Source: an optimization exercise on an open RTL-to-GDS flow (aim: small area). Production flows keep margins and buffers that such runs may drop.
Only simulation tests tie the RTL to the original design; equivalence was not proved.
Power is estimated from default activity; no workload was simulated.

==> flow/design.v (outline; a module is shown in full before it is edited, if it fits) <==
// module display_controller: 44 lines
// module cursor_controller: 52 lines
// module sprite_rom: 636 lines
// module game_state: 123 lines
// module ship_vec: 206 lines
// module ship_present: 186 lines
// module renderer: 27 lines
// module ssd_controller: 29 lines
// module A7_vga_top: 66 lines
module A7_vga_top(
  input  wire        ClkPort,
  input  wire        rst,             
  input  wire        BtnL, BtnR, BtnU, BtnD, BtnC,
  input  wire        SW0,             
  input  wire        SW1,
  output wire        hSync, vSync,
  output wire [3:0]  vgaR, vgaG, vgaB,
  output wire [7:0]  Anodes,
  output wire [6:0]  Segs,
  output wire        QuadSpiFlashCS
);
  // ...
==> flow/flow/run.sh <==
#!/bin/bash
# Own flow: the standard synthesis; then the netlist's combinational
# logic re-synthesised for area by ABC with several scripts in parallel
# (registers, their cells and names untouched), keeping the smallest; then
# the standard layout from that netlist, with buf_1 port buffers,
# clkbuf_8 clock buffers and no CTS dummy loads.
set -euo pipefail
W=$PWD
R=$W/orfs/results/$FLOW_PLATFORM/A7_vga_top/base
YOSYS=$FLOW_HOME/../tools/install/yosys/bin/yosys
LIB=$FLOW_HOME/platforms/$FLOW_PLATFORM/lib/sky130_fd_sc_hd__tt_025C_1v80.lib
bash standard.sh "$R/1_2_yosys.v" > synth.log 2>&1
cp "$R/1_2_yosys.v" std_synth.v
python3 flow/mkcomb.py "$LIB" comb.v dont_use.txt > mkcomb.log 2>&1
printf 'set_driving_cell sky130_fd_sc_hd__buf_1\nset_load 5\n' > abc.constr
for s in flow/abc/*.abc; do
  n=$(basename "$s" .abc)
  REOPT_LIB="$LIB" REOPT_COMB=comb.v REOPT_IN=std_synth.v REOPT_OUT="reopt_$n.v" REOPT_TOP="$FLOW_TOP" \
  REOPT_DONT_USE=dont_use.txt REOPT_SCRIPT="$s" REOPT_CONSTR=abc.constr REOPT_STAT="reopt_stat_$n.txt" \
    "$YOSYS" -c flow/reopt.tcl > "reopt_$n.log" 2>&1 &
done
wait
best=""; best_area=""
for s in flow/abc/*.abc; do
  n=$(basename "$s" .abc)
  a=$(grep -h "Chip area" "reopt_stat_$n.txt" 2>/dev/null | awk '{print $NF}' | tail -1)
  echo "$n ${a:-failed}" >> reopt_choice.txt
  if [[ -n "$a" && -s "reopt_$n.v" ]] && { [[ -z "$best" ]] || awk -v a="$a" -v b="$best_area" 'BEGIN{exit !(a < b)}'; }; then
    best=$n; best_area=$a
  fi
done
echo "chosen $best $best_area" >> reopt_choice.txt
cp "reopt_$best.v" "$R/1_2_yosys.v"
export BUFFER_PORTS_ARGS="-buffer_cell sky130_fd_sc_hd__buf_1"
export CTS_ARGS="-sink_clustering_enable -repair_clock_nets -dont_use_dummy_load -buf_list sky130_fd_sc_hd__clkbuf_8"
bash standard.sh > layout.log 2>&1
==> flow/flow/abc/s1.abc <==
strash
&get -n
&deepsyn -T 300 -S 1
&dch -f
&nf -p -a -R 1000 -F 8 -A 8 -C 32
&put
==> flow/flow/abc/s2.abc <==
strash
&get -n
&deepsyn -T 300 -S 2
&dch -f
&nf -p -a -R 1000 -F 8 -A 8 -C 32
&put
==> flow/flow/abc/s3.abc <==
strash
&get -n
&deepsyn -T 300 -S 3
&dch -f
&nf -p -a -R 1000 -F 8 -A 8 -C 32
&put
==> flow/flow/abc/s4.abc <==
strash
&get -n
&deepsyn -T 300 -S 4
&dch -f
&nf -p -a -R 1000 -F 8 -A 8 -C 32
&put
==> flow/flow/abc/s5.abc <==
strash
&get -n
&deepsyn -T 300 -S 5
&dch -f
&nf -p -a -R 1000 -F 8 -A 8 -C 32
&put
==> flow/flow/abc/s6.abc <==
strash
&get -n
&deepsyn -T 300 -S 6
&dch -f
&nf -p -a -R 1000 -F 8 -A 8 -C 32
&put
==> flow/flow/abc/s7.abc <==
strash
&get -n
&deepsyn -T 300 -S 7
&dch -f
&nf -p -a -R 1000 -F 8 -A 8 -C 32
&put
==> flow/flow/abc/s8.abc <==
strash
&get -n
&deepsyn -T 300 -S 8
&dch -f
&nf -p -a -R 1000 -F 8 -A 8 -C 32
&put
==> flow/flow/mkcomb.py <==
# Verilog models of a liberty file's combinational cells, so that Yosys can
# flatten a mapped netlist's logic back into gates for re-synthesis.
# usage: mkcomb.py LIB OUT_V OUT_DONTUSE
import re, sys
txt = open(sys.argv[1]).read()
ms = list(re.finditer(r'\n\s*cell\s*\(\s*"?(\w+)"?\s*\)\s*\{', txt))
out, dont = [], []
for i, m in enumerate(ms):
    name = m.group(1)
    if re.search(r'lpflow|probe', name):
        dont.append(name)
    seg = txt[m.end(): ms[i + 1].start() if i + 1 < len(ms) else len(txt)]
    if re.search(r'\b(ff|latch|statetable)\s*\(', seg):
        continue
    pins = []
    for pm in re.finditer(r'\n\s*pin\s*\(\s*"?(\w+)"?\s*\)\s*\{', seg):
        body = seg[pm.end(): pm.end() + 4000]
        d = re.search(r'direction\s*:\s*"?(\w+)"?', body)
        f = re.search(r'\bfunction\s*:\s*"([^"]*)"', body)
        pins.append((pm.group(1), d.group(1) if d else None, f.group(1) if f else None))
    outs = [p for p in pins if p[1] == 'output']
    ins = [p for p in pins if p[1] == 'input']
    if not outs or any(f is None for _, _, f in outs) or re.search(r'three_state', seg):
        continue
    lines = ["module %s(%s);" % (name, ", ".join(p[0] for p in ins + outs))]
    lines += ["  input %s;" % p[0] for p in ins]
    for p in outs:
        f = p[2].replace('!', '~').replace('+', '|').replace('*', '&')
        lines += ["  output %s;" % p[0], "  assign %s = %s;" % (p[0], f)]
    lines.append("endmodule")
    out.append("\n".join(lines))
open(sys.argv[2], 'w').write("\n\n".join(out) + "\n")
open(sys.argv[3], 'w').write(" ".join(dont) + "\n")
==> flow/flow/reopt.tcl <==
# Re-synthesise the combinational logic of the standard synthesis's netlist
# with a stronger ABC script. Registers (and their names) are kept as they are.
yosys -import
set lib $::env(REOPT_LIB)
read_liberty -lib $lib
read_verilog -overwrite $::env(REOPT_COMB)
read_verilog $::env(REOPT_IN)
hierarchy -top $::env(REOPT_TOP)
flatten
techmap
yosys rename -hide w:*
opt -fast -purge
read_liberty -lib -overwrite $lib
set dont_use {}
foreach c [split [string trim [read [open $::env(REOPT_DONT_USE)]]]] { lappend dont_use -dont_use $c }
abc -script $::env(REOPT_SCRIPT) -liberty $lib {*}$dont_use -constr $::env(REOPT_CONSTR)
opt_clean -purge
hilomap -singleton -hicell sky130_fd_sc_hd__conb_1 HI -locell sky130_fd_sc_hd__conb_1 LO
insbuf -buf sky130_fd_sc_hd__buf_1 A X
splitnets
opt_clean -purge
check -assert -mapped
tee -o $::env(REOPT_STAT) stat -liberty $lib
write_verilog -noattr -nohex -nodec $::env(REOPT_OUT)
==> flow/standard.sh <==
#!/bin/bash
# synth_recipe.tcl (not shown) runs the flow's synth.tcl, then flattens the netlist and writes it again
# the make line also repeats each setting of config.mk as NAME=value (left out here)
make -C /OpenROAD-flow-scripts/flow DESIGN_CONFIG=/design/flow/config.mk WORK_HOME=/design/flow/orfs CLKGATE_MAP_FILE= SYNTH_SCRIPT=/design/flow/synth_recipe.tcl "${@:-finish}"
==> flow/config.mk <==
export PLATFORM = sky130hd
export DESIGN_NAME = A7_vga_top
export DESIGN_NICKNAME = A7_vga_top
export VERILOG_FILES = /design/flow/design.v
export SDC_FILE = /design/flow/constraint.sdc
export NUM_CORES = 8
export LEC_CHECK = 0
export ABC_AREA = 1
export CAP_MARGIN = 20
export CORE_MARGIN = 2
export CORE_UTILIZATION = 65
export SLEW_MARGIN = 20
export SYNTH_MEMORY_MAX_BITS = 65536
==> flow/constraint.sdc <==
create_clock -name core_clock -period 11.0 [get_ports {ClkPort}]
set_input_delay 2.2000 -clock core_clock [delete_from_list [all_inputs] [get_ports {ClkPort}]]
set_output_delay 2.2000 -clock core_clock [all_outputs]
set_load 0.01 [all_outputs]
==> run summary, run 1 <==
Final Hold Slack=about 0.45 ns; Endpoint, Worst Hold=dc.cnt[0]$_SDFF_PP1_; M2 GR Usage=0.5420; peak supply drop=0.08980 mV; CTS tree=built; Comb. pwr=0.144 mW; CP Class=input pin to output pin; r2r setup slk=5.37 ns; initial DRC count=1400; starting density of the core=0.6609; Worst-Skew Late Latency=roughly 0.48 ns; critical path's largest stage delay=0.98 ns; Fin Clk Skew=0.04002 ns; GRT busiest layer=met2; vias in the first global route=8231; Worst Hold Depth=1; status=complete, no violations; NumNets Final=between 1000 and 1500; Avg Cell Area, Syn=8.167 sq um; Max Clock Freq=119.3 MHz; clk pwr=0.338 mW; final max-slew violation count=0; final core utilization=0.7100; Crit. Startpoint=rst; # hold bufs at CTS=0; slew margin rel.=0.2237; ANT nets after route=0; placed cells=1339; total wire length=27.88 mm; clock root buffer=clkbuf_8; DIE HEIGHT=122.6 microns; Psw=0.3091 mW
==> module cursor_controller, before the edit <==
module cursor_controller(
  input  wire       clk,
  input  wire       rst,
  input  wire       sample_tick,
  input  wire       btn_l,
  input  wire       btn_r,
  input  wire       btn_u,
  input  wire       btn_d,
  output reg  [3:0] col,
  output reg  [3:0] row,
  output wire [3:0] next_col,    
  output wire [3:0] next_row
);
  reg       l_h, r_h, u_h, d_h;
  reg [2:0] l_y, r_y, u_y, d_y;
  function [2:0] y_next;
    input h; input [2:0] y;
    reg h1, h2, deb;
    begin
      h1 = y[1] | y[2];
      h2 = y[0] | y[2];
      deb = h & h1 & h2;
      y_next = {deb, h, deb ? !y[2] : h1};
    end
  endfunction
  always @(posedge clk) begin
    if (rst) begin
      l_h <= 0; r_h <= 0; u_h <= 0; d_h <= 0;
      l_y <= 0; r_y <= 0; u_y <= 0; d_y <= 0;
    end else if (sample_tick) begin
      l_h <= btn_l; r_h <= btn_r; u_h <= btn_u; d_h <= btn_d;
      l_y <= y_next(l_h, l_y);
      r_y <= y_next(r_h, r_y);
      u_y <= y_next(u_h, u_y);
      d_y <= y_next(d_h, d_y);
    end
  end
  wire l_edge = l_y[2] & l_y[0];
  wire r_edge = r_y[2] & r_y[0];
  wire u_edge = u_y[2] & u_y[0];
  wire d_edge = d_y[2] & d_y[0];
  wire [3:0] mv_col = (l_edge && col != 4'd0) ? col - 4'd1 :
                      (r_edge && col != 4'd9) ? col + 4'd1 : col;
  wire [3:0] mv_row = (u_edge && row != 4'd0) ? row - 4'd1 :
                      (d_edge && row != 4'd9) ? row + 4'd1 : row;
  assign next_col = rst ? 4'd0 : sample_tick ? mv_col : col;
  assign next_row = rst ? 4'd0 : sample_tick ? mv_row : row;
  always @(posedge clk) begin
    col <= next_col;
    row <= next_row;
  end
endmodule
==> module game_state, before the edit <==
module game_state(
  input  wire       clk,
  input  wire       rst,           
  input  wire       reset,         
  input  wire       btn_c,         
  input  wire       sample_tick,   
  input  wire [3:0] sprite_row,    
  input  wire [3:0] sprite_col,    
  input  wire [3:0] next_row,      
  input  wire [3:0] next_col,
  input  wire       show_answer,   
  input  wire [3:0] disp_row,      
  input  wire [3:0] disp_col,
  output wire [1:0] disp_status,   
  output reg  [3:0] turns_left,
  output wire [2:0] ships_remaining
);
  reg  [99:0] bombed;
  reg  [4:0]  sunk;
  reg  [2:0]  pat;             
  reg  [2:0]  patternIndex;
  reg         reset_d, btnc_d;
  reg         cur_bombed, beam_bombed;
  wire [4:0]  allhit;
  wire        clr = rst | reset;
  always @(posedge clk)
    if (rst) reset_d <= 1'b0;
    else     reset_d <= reset;
  wire reset_rise = reset && !reset_d;
  always @(posedge clk)
    if (rst)
      patternIndex <= 3'd0;
    else if (reset_rise)
      patternIndex <= (patternIndex == 3'd4) ? 3'd0 : patternIndex + 3'd1;
  always @(posedge clk)
    if (rst) btnc_d <= 1'b0;
    else     btnc_d <= btn_c;
  wire bomb_edge = btn_c && !btnc_d;
  wire all_sunk = &sunk;
  wire [3:0] rd_row = sample_tick ? next_row : disp_row;
  wire [3:0] rd_col = sample_tick ? next_col : disp_col;
  wire [9:0] rrs, rcs, wrs, wcs;
  genvar gi;
  generate for (gi = 0; gi < 10; gi = gi + 1) begin : dec
    assign rrs[gi] = (gi < 8) ? (rd_row == gi) : (rd_row[3] && rd_row[0] == gi % 2);
    assign rcs[gi] = (gi < 8) ? (rd_col == gi) : (rd_col[3] && rd_col[0] == gi % 2);
    assign wrs[gi] = (gi < 8) ? (sprite_row == gi) : (sprite_row[3] && sprite_row[0] == gi % 2);
    assign wcs[gi] = (gi < 8) ? (sprite_col == gi) : (sprite_col[3] && sprite_col[0] == gi % 2);
  end endgenerate
  wire [9:0] rowbits;
  generate for (gi = 0; gi < 10; gi = gi + 1) begin : rd
    assign rowbits[gi] = |(bombed[gi*10 +: 10] & rcs);
  end endgenerate
  wire rd_bit = |(rowbits & rrs);
  wire cur_ship;
  ship_present cur_sp(.p(pat), .r(sprite_row), .c(sprite_col), .present(cur_ship));
  wire fire = bomb_edge && (turns_left != 4'd0) && !all_sunk && !cur_bombed;
  wire cur_stays = (next_row == sprite_row) && (next_col == sprite_col);
  wire cur_on_beam = (disp_row == sprite_row) && (disp_col == sprite_col);
  always @(posedge clk) begin
    if (clr) begin
      cur_bombed  <= 1'b0;
      beam_bombed <= 1'b0;
    end else begin
      if (sample_tick) cur_bombed <= rd_bit | (fire & cur_stays);
      else             cur_bombed <= cur_bombed | fire;
      beam_bombed <= rd_bit | (fire & cur_on_beam);
    end
  end
  generate for (gi = 0; gi < 100; gi = gi + 1) begin : bcell
    always @(posedge clk)
      bombed[gi] <= !clr && (bombed[gi] || (fire && wrs[gi / 10] && wcs[gi % 10]));
  end endgenerate
  always @(posedge clk)
    if (rst)        pat <= 3'd0;
    else if (reset) pat <= patternIndex;
  always @(posedge clk) begin
    if (clr) begin
      turns_left <= 4'd15;
      sunk       <= 5'd0;
    end else begin
      if (fire && !cur_ship)
        turns_left <= turns_left - 4'd1;
      sunk <= sunk | allhit;
    end
  end
  assign allhit[0] = (pat == 3'd0 && bombed[11] && bombed[12] && bombed[13] && bombed[14] && bombed[15] && bombed[16])
      || (pat == 3'd1 && bombed[0] && bombed[1] && bombed[2] && bombed[3] && bombed[4] && bombed[5])
      || (pat == 3'd2 && bombed[0] && bombed[10] && bombed[20] && bombed[30] && bombed[40] && bombed[50])
      || (pat == 3'd3 && bombed[94] && bombed[95] && bombed[96] && bombed[97] && bombed[98] && bombed[99])
      || (pat == 3'd4 && bombed[9] && bombed[19] && bombed[29] && bombed[39] && bombed[49] && bombed[59]);
  assign allhit[1] = (pat == 3'd0 && bombed[33] && bombed[43] && bombed[53] && bombed[63] && bombed[73])
      || (pat == 3'd1 && bombed[22] && bombed[32] && bombed[42] && bombed[52] && bombed[62])
      || (pat == 3'd2 && bombed[72] && bombed[73] && bombed[74] && bombed[75] && bombed[76])
      || (pat == 3'd3 && bombed[3] && bombed[13] && bombed[23] && bombed[33] && bombed[43])
      || (pat == 3'd4 && bombed[2] && bombed[3] && bombed[4] && bombed[5] && bombed[6]);
  assign allhit[2] = (pat == 3'd0 && bombed[55] && bombed[56] && bombed[57] && bombed[58] && bombed[59])
      || (pat == 3'd1 && bombed[84] && bombed[85] && bombed[86] && bombed[87] && bombed[88])
      || (pat == 3'd2 && bombed[29] && bombed[39] && bombed[49] && bombed[59] && bombed[69])
      || (pat == 3'd3 && bombed[60] && bombed[61] && bombed[62] && bombed[63] && bombed[64])
      || (pat == 3'd4 && bombed[34] && bombed[44] && bombed[54] && bombed[64] && bombed[74]);
  assign allhit[3] = (pat == 3'd0 && bombed[8] && bombed[18] && bombed[28])
      || (pat == 3'd1 && bombed[9] && bombed[19] && bombed[29])
      || (pat == 3'd2 && bombed[7] && bombed[8] && bombed[9])
      || (pat == 3'd3 && bombed[7] && bombed[17] && bombed[27])
      || (pat == 3'd4 && bombed[80] && bombed[81] && bombed[82]);
  assign allhit[4] = (pat == 3'd0 && bombed[70] && bombed[80] && bombed[90])
      || (pat == 3'd1 && bombed[70] && bombed[80] && bombed[90])
      || (pat == 3'd2 && bombed[90] && bombed[91] && bombed[92])
      || (pat == 3'd3 && bombed[0] && bombed[10] && bombed[20])
      || (pat == 3'd4 && bombed[20] && bombed[21] && bombed[22]);
  assign ships_remaining = 3'd5 - (sunk[0] + sunk[1] + sunk[2] + sunk[3] + sunk[4]);
  wire [4:0] d_vec;
  ship_vec d_sv(.p(pat), .r(disp_row), .c(disp_col), .vec(d_vec));
  wire d_ship = |d_vec;
  wire d_bombed = sample_tick ? beam_bombed : rd_bit;
  wire d_sunk = |(d_vec & sunk);
  assign disp_status =
      (show_answer && !all_sunk && d_ship) ? 2'b11 :
      !d_bombed ? 2'b00 :
      !d_ship   ? 2'b01 :
      d_sunk    ? 2'b11 : 2'b10;
endmodule
==> module A7_vga_top, before the edit <==
module A7_vga_top(
  input  wire        ClkPort,
  input  wire        rst,             
  input  wire        BtnL, BtnR, BtnU, BtnD, BtnC,
  input  wire        SW0,             
  input  wire        SW1,
  output wire        hSync, vSync,
  output wire [3:0]  vgaR, vgaG, vgaB,
  output wire [7:0]  Anodes,
  output wire [6:0]  Segs,
  output wire        QuadSpiFlashCS
);
  wire [15:0] cnt;
  wire [5:0]  hblk;
  wire [3:0]  vcell;
  wire [5:0]  vpix;
  wire        bright;
  display_controller dc(
    .clk(ClkPort), .rst(rst), .cnt(cnt), .hblk(hblk), .vcell(vcell), .vpix(vpix),
    .hSync(hSync), .vSync(vSync), .bright(bright)
  );
  wire [3:0] cur_row, cur_col, nxt_row, nxt_col;
  wire       sample_tick = (cnt[9:0] == 10'd3);
  wire       ssd_sel = cnt[15] ^ ((cnt[14:2] == 13'd0) && (cnt[1:0] != 2'd3));
  cursor_controller cursor_control(
    .clk(ClkPort), .rst(rst), .sample_tick(sample_tick),
    .btn_l(BtnL), .btn_r(BtnR), .btn_u(BtnU), .btn_d(BtnD),
    .col(cur_col), .row(cur_row), .next_col(nxt_col), .next_row(nxt_row)
  );
  wire [3:0] gcol = hblk[5:2];
  wire [5:0] gx = {hblk[1:0], cnt[5:2]};       
  wire       in_grid = bright && (hblk != 6'd40) && (vcell != 4'd10);
  wire       on_line = in_grid && ((gx == 6'd0) || (vpix == 6'd0));
  wire       in_sprite = (gcol == cur_col) && (vcell == cur_row);
  wire [3:0] shade;
  reg  [3:0] shade_q;
  sprite_rom rom(.dy(vpix), .dx(gx), .shade(shade));
  always @(posedge ClkPort)
    if (rst) shade_q <= 4'd0;
    else     shade_q <= in_sprite ? shade : 4'd0;
  wire [1:0] status;
  wire [3:0] turns_left;
  wire [2:0] ships_remaining;
  game_state gs(
    .clk(ClkPort), .rst(rst), .reset(SW0), .btn_c(BtnC),
    .sample_tick(sample_tick),
    .sprite_row(cur_row), .sprite_col(cur_col),
    .next_row(nxt_row), .next_col(nxt_col), .show_answer(SW1),
    .disp_row(vcell), .disp_col(gcol), .disp_status(status),
    .turns_left(turns_left), .ships_remaining(ships_remaining)
  );
  wire [11:0] rgb_pix;
  renderer rdr(
    .bright(bright), .in_grid(in_grid), .on_line(on_line),
    .in_sprite(in_sprite), .sprite_shade(shade_q), .status(status),
    .rgb(rgb_pix)
  );
  assign vgaR = rgb_pix[11:8];
  assign vgaG = rgb_pix[7:4];
  assign vgaB = rgb_pix[3:0];
  ssd_controller ssd(
    .sel(ssd_sel), .turns_left(turns_left), .ships_remaining(ships_remaining),
    .anode(Anodes), .ssdOut(Segs)
  );
  assign QuadSpiFlashCS = 1'b1;
endmodule
==> run 2: changes to the inputs <==
--- a/flow/design.v
+++ b/flow/design.v
@@ -56,4 +56,5 @@
   output reg  [3:0] row,
-  output wire [3:0] next_col,    
-  output wire [3:0] next_row
+  output wire [3:0] mv_col,      
+  output wire [3:0] mv_row,
+  output wire       moving       
 );
@@ -87,8 +88,10 @@
   wire d_edge = d_y[2] & d_y[0];
-  wire [3:0] mv_col = (l_edge && col != 4'd0) ? col - 4'd1 :
+  assign mv_col = (l_edge && col != 4'd0) ? col - 4'd1 :
                       (r_edge && col != 4'd9) ? col + 4'd1 : col;
-  wire [3:0] mv_row = (u_edge && row != 4'd0) ? row - 4'd1 :
+  assign mv_row = (u_edge && row != 4'd0) ? row - 4'd1 :
                       (d_edge && row != 4'd9) ? row + 4'd1 : row;
-  assign next_col = rst ? 4'd0 : sample_tick ? mv_col : col;
-  assign next_row = rst ? 4'd0 : sample_tick ? mv_row : row;
+  assign moving = (l_edge && col != 4'd0) || (r_edge && col != 4'd9) ||
+                  (u_edge && row != 4'd0) || (d_edge && row != 4'd9);
+  wire [3:0] next_col = rst ? 4'd0 : sample_tick ? mv_col : col;
+  wire [3:0] next_row = rst ? 4'd0 : sample_tick ? mv_row : row;
   always @(posedge clk) begin
@@ -744,4 +747,6 @@
   input  wire [3:0] sprite_col,    
-  input  wire [3:0] next_row,      
-  input  wire [3:0] next_col,
+  input  wire [3:0] mv_row,        
+  input  wire [3:0] mv_col,
+  input  wire       moving,        
+  input  wire       free,          
   input  wire       show_answer,   
@@ -758,3 +763,3 @@
   reg         reset_d, btnc_d;
-  reg         cur_bombed, beam_bombed;
+  reg         cur_bombed, next_bombed;
   wire [4:0]  allhit;
@@ -775,4 +780,4 @@
   wire all_sunk = &sunk;
-  wire [3:0] rd_row = sample_tick ? next_row : disp_row;
-  wire [3:0] rd_col = sample_tick ? next_col : disp_col;
+  wire [3:0] rd_row = free ? mv_row : disp_row;
+  wire [3:0] rd_col = free ? mv_col : disp_col;
   wire [9:0] rrs, rcs, wrs, wcs;
@@ -793,4 +798,3 @@
   wire fire = bomb_edge && (turns_left != 4'd0) && !all_sunk && !cur_bombed;
-  wire cur_stays = (next_row == sprite_row) && (next_col == sprite_col);
-  wire cur_on_beam = (disp_row == sprite_row) && (disp_col == sprite_col);
+  wire next_now = free ? rd_bit : next_bombed;    
   always @(posedge clk) begin
@@ -798,7 +802,7 @@
       cur_bombed  <= 1'b0;
-      beam_bombed <= 1'b0;
+      next_bombed <= 1'b0;
     end else begin
-      if (sample_tick) cur_bombed <= rd_bit | (fire & cur_stays);
-      else             cur_bombed <= cur_bombed | fire;
-      beam_bombed <= rd_bit | (fire & cur_on_beam);
+      if (sample_tick && moving) cur_bombed <= next_now;
+      else                       cur_bombed <= cur_bombed | fire;
+      next_bombed <= next_now;
     end
@@ -851,3 +855,3 @@
   wire d_ship = |d_vec;
-  wire d_bombed = sample_tick ? beam_bombed : rd_bit;
+  wire d_bombed = rd_bit;
   wire d_sunk = |(d_vec & sunk);
@@ -1332,2 +1336,3 @@
   wire [3:0] cur_row, cur_col, nxt_row, nxt_col;
+  wire       moving;
   wire       sample_tick = (cnt[9:0] == 10'd3);
@@ -1337,3 +1342,3 @@
     .btn_l(BtnL), .btn_r(BtnR), .btn_u(BtnU), .btn_d(BtnD),
-    .col(cur_col), .row(cur_row), .next_col(nxt_col), .next_row(nxt_row)
+    .col(cur_col), .row(cur_row), .mv_col(nxt_col), .mv_row(nxt_row), .moving(moving)
   );
@@ -1357,3 +1362,4 @@
     .sprite_row(cur_row), .sprite_col(cur_col),
-    .next_row(nxt_row), .next_col(nxt_col), .show_answer(SW1),
+    .mv_row(nxt_row), .mv_col(nxt_col), .moving(moving),
+    .free(!in_grid || on_line), .show_answer(SW1),
     .disp_row(vcell), .disp_col(gcol), .disp_status(status),
--- a/flow/flow/run.sh
+++ b/flow/flow/run.sh
@@ -2,5 +2,5 @@
 # Own flow: the standard synthesis; then the netlist's combinational
-# logic re-synthesised for area by ABC with several scripts in parallel
-# (registers, their cells and names untouched), keeping the smallest; then
-# the standard layout from that netlist, with buf_1 port buffers,
+# logic re-synthesised for area by ABC with several scripts, NUM_CORES at a
+# time (registers, their cells and names untouched), keeping the smallest;
+# then the standard layout from that netlist, with buf_1 port buffers,
 # clkbuf_8 clock buffers and no CTS dummy loads.
@@ -9,3 +9,3 @@
 R=$W/orfs/results/$FLOW_PLATFORM/A7_vga_top/base
-YOSYS=$FLOW_HOME/../tools/install/yosys/bin/yosys
+export YOSYS=$FLOW_HOME/../tools/install/yosys/bin/yosys
 LIB=$FLOW_HOME/platforms/$FLOW_PLATFORM/lib/sky130_fd_sc_hd__tt_025C_1v80.lib
@@ -15,9 +15,5 @@
 printf 'set_driving_cell sky130_fd_sc_hd__buf_1\nset_load 5\n' > abc.constr
-for s in flow/abc/*.abc; do
-  n=$(basename "$s" .abc)
-  REOPT_LIB="$LIB" REOPT_COMB=comb.v REOPT_IN=std_synth.v REOPT_OUT="reopt_$n.v" REOPT_TOP="$FLOW_TOP" \
-  REOPT_DONT_USE=dont_use.txt REOPT_SCRIPT="$s" REOPT_CONSTR=abc.constr REOPT_STAT="reopt_stat_$n.txt" \
-    "$YOSYS" -c flow/reopt.tcl > "reopt_$n.log" 2>&1 &
-done
-wait
+export REOPT_LIB="$LIB" REOPT_COMB=comb.v REOPT_IN=std_synth.v REOPT_TOP="$FLOW_TOP" \
+  REOPT_DONT_USE=dont_use.txt REOPT_CONSTR=abc.constr
+ls flow/abc/*.abc | xargs -P "${NUM_CORES:-8}" -n 1 bash flow/reopt_one.sh
 best=""; best_area=""
==> flow/flow/abc/s10.abc (new file) <==
strash
&get -n
&deepsyn -T 300 -S 10
&dch -f
&nf -p -a -R 1000 -F 8 -A 8 -C 32
&put
==> flow/flow/abc/s11.abc (new file) <==
strash
&get -n
&deepsyn -T 300 -S 11
&dch -f
&nf -p -a -R 1000 -F 8 -A 8 -C 32
&put
==> flow/flow/abc/s12.abc (new file) <==
strash
&get -n
&deepsyn -T 300 -S 12
&dch -f
&nf -p -a -R 1000 -F 8 -A 8 -C 32
&put
==> flow/flow/abc/s13.abc (new file) <==
strash
&get -n
&deepsyn -T 300 -S 13
&dch -f
&nf -p -a -R 1000 -F 8 -A 8 -C 32
&put
==> flow/flow/abc/s14.abc (new file) <==
strash
&get -n
&deepsyn -T 300 -S 14
&dch -f
&nf -p -a -R 1000 -F 8 -A 8 -C 32
&put
==> flow/flow/abc/s15.abc (new file) <==
strash
&get -n
&deepsyn -T 300 -S 15
&dch -f
&nf -p -a -R 1000 -F 8 -A 8 -C 32
&put
==> flow/flow/abc/s16.abc (new file) <==
strash
&get -n
&deepsyn -T 300 -S 16
&dch -f
&nf -p -a -R 1000 -F 8 -A 8 -C 32
&put
==> flow/flow/abc/s9.abc (new file) <==
strash
&get -n
&deepsyn -T 300 -S 9
&dch -f
&nf -p -a -R 1000 -F 8 -A 8 -C 32
&put
==> flow/flow/reopt_one.sh (new file) <==
#!/bin/bash
# reopt_one.sh SCRIPT: one re-synthesis of std_synth.v with an ABC script
n=$(basename "$1" .abc)
REOPT_OUT="reopt_$n.v" REOPT_SCRIPT="$1" REOPT_STAT="reopt_stat_$n.txt" \
  "$YOSYS" -c flow/reopt.tcl > "reopt_$n.log" 2>&1
==> run 2 against run 1 <==
Sequential cell count unchanged. Final area up 0.36%. Die area about the same. Sequential power about the same. Critical path type is now register to output pin. Clock-buffer cell count unchanged. Via count up 4.1%. Synthesized cell count up 1.3%. Routed wire length up 10%. Still clean. Worst setup slack better by 0.13 ns. Worst hold slack better by 0.036 ns. Total power down 2.9%.
==> run summary, run 2 <==
status=complete, no violations (unchanged); M2 GR Usage=0.5847 (was 0.5420); area delta synth->final=7.715% (was 7.421%); Pwr Density=113.0 nW/um^2 (was 116.8 nW/um^2); dpl cell area=9615 sq um (was 9573 sq um); starting density of the core=0.6615 (was 0.6609); number of diodes=0 (unchanged); setup bufs post-CTS=0 (unchanged); initial antenna violation count=0 (unchanged); vias in the first global route=8820 (was 8231); Mapped Area=9146 sq um (was 9139 sq um); Fin Clk Skew=0.04364 ns (was 0.04002 ns); Vias/cell=7.305 (was 7.099); CTS resizes=0 (unchanged); minimum clock period=8.260 ns (was 8.386 ns); initial DRC count=2158 (was 1400); port bufs=31 (unchanged); DR vias=10020 (was 9626); Hold Path Class=register to register (unchanged); Final Hold Slack=0.4854 ns (was 0.4494 ns); ANT nets after route=0 (unchanged); Pre-antenna DRT Iters=8 (was 10); synth warn=6 (unchanged); post-DP HPWL=21.29 mm (was 19.91 mm); max FFs per register=100 (unchanged); GRT busiest layer=met1 (was met2); first-pass GRT wire length=47.96 mm (was 43.28 mm); fin area=9852 sq um (was 9817 sq um); WP buf/inv=1 (was 3); Residual DRC=0 (unchanged); CTS tree=built (unchanged); htree depth=4 (unchanged); # hold bufs at CTS=0 (unchanged); final max-slew violation count=0 (unchanged); CORE AREA=13830 sq um (unchanged); row cnt=43 (unchanged); peak supply drop=0.1038 mV (was 0.08980 mV); Final Wtd Congestion=1.054 (was 1.018); most frequent cells in the layout=dfxtp_1, nand2_1, nor2_1 (was dfxtp_1, nor2_1, nand2_1); clock root buffer=clkbuf_8 (unchanged); crit end category=output pin (unchanged); boundary pin count=39 (unchanged); Clock Sinks=179 (unchanged); cells along the critical path=nor2_1 > and2_0 > nor2_1 > nand2_1 > nand3_1 > o21ai_0 > a21oi_1 > nand2b_1 > xnor2_1 > mux2i_1 > nand2b_1 > nor2_1 > a222oi_1 > nand4_1 > nand2_1 > nand2_1 > a2111oi_0 > nor3_1 > a21oi_1 > o21ai_0 > a31oi_1 > a21o_1 > buf_1 (was clkbuf_2 > buf_4 > o21bai_1 > a21oi_1 > mux2i_1 > nor3_1 > a222oi_1 > and3_1 > a31oi_1 > o211ai_1 > a21oi_1 > a31oi_1 > nand2_1 > o21ai_0 > a41o_1 > nand2_1 > a21oi_1 > nor2_1 > and2_0 > buf_1); max_cap viols=0 (unchanged); die area=15040 sq um (was 15020 sq um); Avg WL per Cell=22.37 microns (was 20.56 microns); CP top delay family=compound AO/OA/AOI/OAI gates (was simple AND/OR/NAND/NOR gates); Startpoint Class=register (was input pin); Post-Synthesis Cells=1134 (was 1119); NumNets Final=1203 (was 1187); hold violation count in the final report=0 (unchanged); RSZ-0062 raised after global routing=false (unchanged); DIE HEIGHT=122.6 microns (about the same); CP Class=register to output pin (was input pin to output pin); total wire length=30.70 mm (was 27.88 mm); Max Clock Freq=121.1 MHz (was 119.3 MHz); Worst-Margin Slew=1.249 ns (was 1.156 ns); Top Registers=gs.bombed: 100 flops, dc.cnt: 16 flops (unchanged); final core utilization=0.7125 (was 0.7100); Worst-Skew Late Latency=0.48 ns (about the same); Avg Cell Area, Syn=8.065 sq um (was 8.167 sq um); die width=122.6 microns (about the same); Clk pin slew, worst setup/hold paths=0.11 ns (was 0.08 ns); Pleak=3.399 nW (was 3.411 nW); critical path's largest stage delay=0.66 ns (was 0.98 ns); Num CTS Buffers=17 (unchanged); gr ovfl total=0 (unchanged); ratio of cells with drive above 1 in the final layout=0.03188 (was 0.02891); post-route clock period utilization=0.7509 (was 0.7623); commonest non-fill, non-tap cell in the layout=dfxtp_1 (unchanged); # setup viols final=0 (unchanged); critical path data required time=8.80 ns (about the same); slew margin rel.=0.1653 (was 0.2237); Fin Setup TNS=0 ns (unchanged); slowest CP cell=dfxtp_1 (was nor3_1); Top reg by flops=gs.bombed (unchanged); CP Max Fanout=13 (was 39); Total GRT Usage=0.4121 (was 0.3675); clk buf depth=2 (unchanged); pin count of the biggest net entering global routing=87 (was 80); CP arrival=6.06 ns (was 6.19 ns); met3 usage=0.1273 (was 0.09387); met1 Usage GRT=0.5926 (was 0.5208)
## run 2: cell type report
cell class / instances / area (sq um)
flip-flops and latches: 179 / 3583
clock buffers: 17 / 234.0
repair buffers: 44 / 214.0
fillers: 1085 / 3975
well taps: 180 / 225.2
inverters: 22 / 82.58
multi-input cells: 930 / 5513
## run 2: final timing paths
kind                                                    startpoint                    end  slack [ns]  cells after the start
worst max register to register             dc.vpix[0]$_SDFFE_PP1P_  shade_q[3]$_SDFF_PP0_        5.04                     24
worst min-delay path                          dc.cnt[0]$_SDFF_PP1_   dc.cnt[0]$_SDFF_PP1_        0.49                      1
worst min register to register                dc.cnt[0]$_SDFF_PP1_   dc.cnt[0]$_SDFF_PP1_        0.49                      1
worst max-delay path            cursor_control.col[2]$_SDFFE_PP0P_                vgaB[3]        2.74                     23
## run 2: metrics by stage
stage	total power [mW]	instances	setup slack, ns
after floorplan	0.7433	1140	4.503
after global placement	0.7754	1355	3.752
after detailed placement	0.7776	1355	3.472
after CTS	1.105	1372	2.952
after global routing	1.143	1372	2.316
final	1.113	1372	2.740
## run 2: metal layers
layer / vias to the layer above / wire length [microns]
li1: 4458 / -
met3: 100 / 4620
met5: - / 0
met4: 0 / 960
met1: 4640 / 12650
met2: 824 / 12460
## run 2: power by group
| part | internal, mW | switching [mW] | leakage, nW | total (mW) |
|---|---|---|---|---|
| registers | 0.654 | 0.0119 | 1.45 | 0.666 |
| clock network | 0.137 | 0.209 | 0.122 | 0.346 |
| logic | 0.0311 | 0.0695 | 1.83 | 0.101 |
| total | 0.822 | 0.291 | 3.40 | 1.11 |

## afterwards: timing with drivers on the ports
Ports are ideal in the flow. The routed layouts listed here were re-timed in OpenROAD. Step 1 (the two cells are an assumption about what drives the block):
set clk [get_ports {ClkPort}]
set_driving_cell -lib_cell sky130_fd_sc_hd__clkbuf_16 $clk
set_driving_cell -lib_cell sky130_fd_sc_hd__buf_2 [delete_from_list [all_inputs] $clk]
Step 2 adds t to the input delays and takes it off the output delays; t is the mean of the earliest and latest rising clock arrival at the registers after step 1. Input paths then give back, and output paths get back, about the clock's delay inside the block. a / b / c = ideal ports / drivers / drivers and shift; a / b = the first two.
run	shift t [ns]	slack for setup (ns)	worst setup path at the end	pins driven straight from the clock port
run 1	0.500	2.614 / 2.593 / 2.593	input to output	1
run 2	0.500	2.740 / 2.701 / 3.201	register to output	1
After both steps setup and hold are still met in every run listed. For run 1, which loses most, drivers alone change the setup slack by -0.021 ns; drivers and shift together by -0.021 ns.
